This design comes from an exercise in tuning for small area on the open sky130 flow, not from production work. Where RTL was checked, it was by simulation tests only, not by an equivalence proof against the original. Power figures rest on the tool's default switching activity, not on a simulated workload.

// RandomNumberGenerator
module RandomNumberGenerator(clk, rst, load, key_x, seed_r, seed_g, seed_b, Rout, Gout, Bout, Key_ready);
    input wire clk;
    input wire rst;
    input wire load;                  
    input wire [15:0] key_x;          
    input wire [15:0] seed_r;         
    input wire [15:0] seed_g;
    input wire [15:0] seed_b;
    output reg [7:0] Rout;
    output reg [7:0] Gout;
    output reg [7:0] Bout;
    output wire Key_ready;
    reg [15:0] Rlfsr;
    reg [15:0] Glfsr;
    reg [15:0] Blfsr;
    reg [1:0] g;
    reg h;
    reg [15:0] x;         
    reg [6:0] zc;         
    wire ph0 = ~g[1] & ~g[0];
    wire ph1 = ~g[1] &  g[0];
    wire ph2 =  g[1] &  g[0];
    wire ph3 =  g[1] & ~g[0];
    reg [15:0] acc;       
    wire [14:0] w = x[14:0] ^ {15{x[15]}};
    wire [3:0] d = ({4{ph0}} & w[3:0]) | ({4{ph1}} & w[7:4]) |
                   ({4{ph2}} & w[11:8]) | ({4{ph3}} & {1'b0, w[14:12]});
    wire [15:0] ain = ({16{ph0 & x[15]}} & {w, 1'b1}) | ({16{~ph0}} & acc);
    wire t0 = ~ain[0] | ~(w[0] & d[0]);
    wire [1:0] t1 = {1'b0, ~ain[1]} + {1'b0, ~(w[1] & d[0])} + {1'b0, ~(w[0] & d[1])};
    wire t2 = t0 | t1[0];
    wire [1:0] t3 = {1'b0, ~ain[2]} + {1'b0, ~(w[2] & d[0])} + {1'b0, ~(w[1] & d[1])};
    wire [1:0] t4 = {1'b0, ~(w[0] & d[2])} + {1'b0, t1[1]} + {1'b0, t3[0]};
    wire t5 = t2 | t4[0];
    wire t6 = ~(t2 ^ t4[0]);
    wire [1:0] t7 = {1'b0, ~ain[3]} + {1'b0, ~(w[3] & d[0])} + {1'b0, ~(w[2] & d[1])};
    wire [1:0] t8 = {1'b0, ~(w[1] & d[2])} + {1'b0, ~(w[0] & d[3])} + {1'b0, t3[1]};
    wire [1:0] t9 = {1'b0, t7[0]} + {1'b0, t4[1]} + {1'b0, t8[0]};
    wire t10 = t5 | t9[0];
    wire t11 = ~(t5 ^ t9[0]);
  ...
clock: 10.0 ns
lec_check: 0
cap_margin: 20
core_margin: 2
core_utilization: 40
slew_margin: 20
standard.sh (not shown) runs the stock make flow with config.mk's settings and CLKGATE_MAP_FILE= SYNTH_SCRIPT=/design/flow/synth_recipe.tcl, a recipe that flattens the netlist after the stock synthesis.
==> flow/flow/run.sh <==
#!/bin/bash
# Standard layout (standard.sh) with changes that keep the registers and what
# is measured:
#  * Yosys's ABC step maps the combinational logic for area
#    (&get -n; &st; &dch; &nf -a; &put) instead of ORFS's speed script;
#    everything else in synthesis is ORFS's own script, unchanged;
#  * after synthesis, flow/netopt.py swaps some cells for smaller cells of the
#    same function (half adders with an unused output, 2:1 muxes as a22o);
#  * the port buffers are the smallest buffer, buf_1;
#  * the clock tree uses clkbuf_4 without dummy loads.
set -euo pipefail
here=$(pwd)
rm -rf "$here/scripts_mod"
cp -r "$FLOW_HOME/scripts" "$here/scripts_mod"
printf '%s\n' '&get -n' '&st' '&dch' '&nf -a' '&put' > "$here/scripts_mod/abc_speed.script"
export SCRIPTS_DIR="$here/scripts_mod"
export BUFFER_PORTS_ARGS="-buffer_cell sky130_fd_sc_hd__buf_1"
export CTS_ARGS="-sink_clustering_enable -repair_clock_nets -dont_use_dummy_load -buf_list sky130_fd_sc_hd__clkbuf_4 -root_buf sky130_fd_sc_hd__clkbuf_4"
res="$here/orfs/results/$FLOW_PLATFORM/RandomNumberGenerator/base"
bash standard.sh synth > standard_synth.log 2>&1
python3 "$here/flow/netopt.py" "$res/1_2_yosys.v" > netopt.log 2>&1
rm -f "$res/1_synth.odb" "$res/1_synth.sdc"
bash standard.sh > standard.log 2>&1
Other scripts of this flow, unchanged in this note and not shown: flow/flow/netopt.py
Next try:
--- a/flow/design.v
+++ b/flow/design.v
@@ -4,17 +4,17 @@
     input wire load;                  
     input wire [15:0] key_x;          
     input wire [15:0] seed_r;         
     input wire [15:0] seed_g;
     input wire [15:0] seed_b;
     output reg [7:0] Rout;
     output reg [7:0] Gout;
     output reg [7:0] Bout;
-    output wire Key_ready;
+    output reg Key_ready;
     reg [15:0] Rlfsr;
     reg [15:0] Glfsr;
     reg [15:0] Blfsr;
     reg [1:0] g;
     reg h;
     reg [15:0] x;         
     reg [6:0] zc;         
     wire ph0 = ~g[1] & ~g[0];
@@ -145,35 +145,37 @@
     wire [7:0] Bo_d = {8{nl}} & {Bout[6:0], Blfsr[15] ^ c};
     wire sel_n = nl & ph3;
     wire sel_h = nl & ~ph3;
     wire [15:0] x_d = ({16{load}} & key_x) | ({16{sel_n}} & x_new) | ({16{sel_h}} & x);
     wire [6:0] zc_step = {zc[5:0], zc[6] ^ zc[5]} ^ ({7{zc == 7'd66}} & 7'd65);
     wire [6:0] zc_d = ({7{load}} & 7'd98) | ({7{nl & ph0}} & zc_step) | ({7{nl & ~ph0}} & zc);
     wire [1:0] g_d = {2{nl}} & {g[0], ~g[1]};
     wire h_d = nl & (h ^ ph3);
-    assign Key_ready = ph0 & ~h & (zc != 7'd98);
+    wire kr_d = nl & h & ph3;
     always @(posedge clk or posedge rst) begin
         if (rst) begin
             Rlfsr <= 16'h0001;
             Glfsr <= 16'h0002;
             Blfsr <= 16'h0003;
             x <= 16'h7EF0;
             zc <= 7'd98;
             Rout <= 8'b0;
             Gout <= 8'b0;
             Bout <= 8'b0;
+            Key_ready <= 1'b0;
             g <= 2'b00;
             h <= 1'b0;
         end else begin
             Rlfsr <= Rl_d;
             Glfsr <= Gl_d;
             Blfsr <= Bl_d;
             x <= x_d;
             zc <= zc_d;
             Rout <= Ro_d;
             Gout <= Go_d;
             Bout <= Bo_d;
+            Key_ready <= kr_d;
             g <= g_d;
             h <= h_d;
         end
     end
 endmodule
What happened: The changed run completed without violations; die area barely changes; final cell count is higher slightly; worst hold slack gets better by 0.021 ns; worst setup slack is worse by 0.050 ns; sequential share of layout area rises by 0.44 points; combinational power hardly moves; register-to-register slack loses 0.05 ns; final area barely changes; global-route usage is higher by 0.34 points; total power went up slightly.
No functional check of the RTL was part of the first run of this note.

port drivers added, routing unchanged:
The results above use ideal ports. As a check the final layouts listed here were re-extracted and re-timed, cells and wires unchanged.
Step 1 sets driving cells, clkbuf_16 on the clock port and buf_2 on the other inputs (assumed; they add their load-dependent delay and slew).
Step 2 adds t to the input delays and takes it off the output delays; t is the mean of the earliest and latest rising clock arrival at the registers after step 1. Input paths then give back, and output paths get back, about the clock's delay inside the block.
Three values: ideal, step 1, step 2; two values: the first two.
| run | t, ns | setup WS [ns] | cell pins on the clock port's net |
|---|---|---|---|
| the first run | 0.552 | 0.571 / 0.571 / 0.571 | 1 |
| the second run | 0.526 | 0.521 / 0.521 / 0.521 | 1 |
After both steps setup and hold are still met in every run listed.
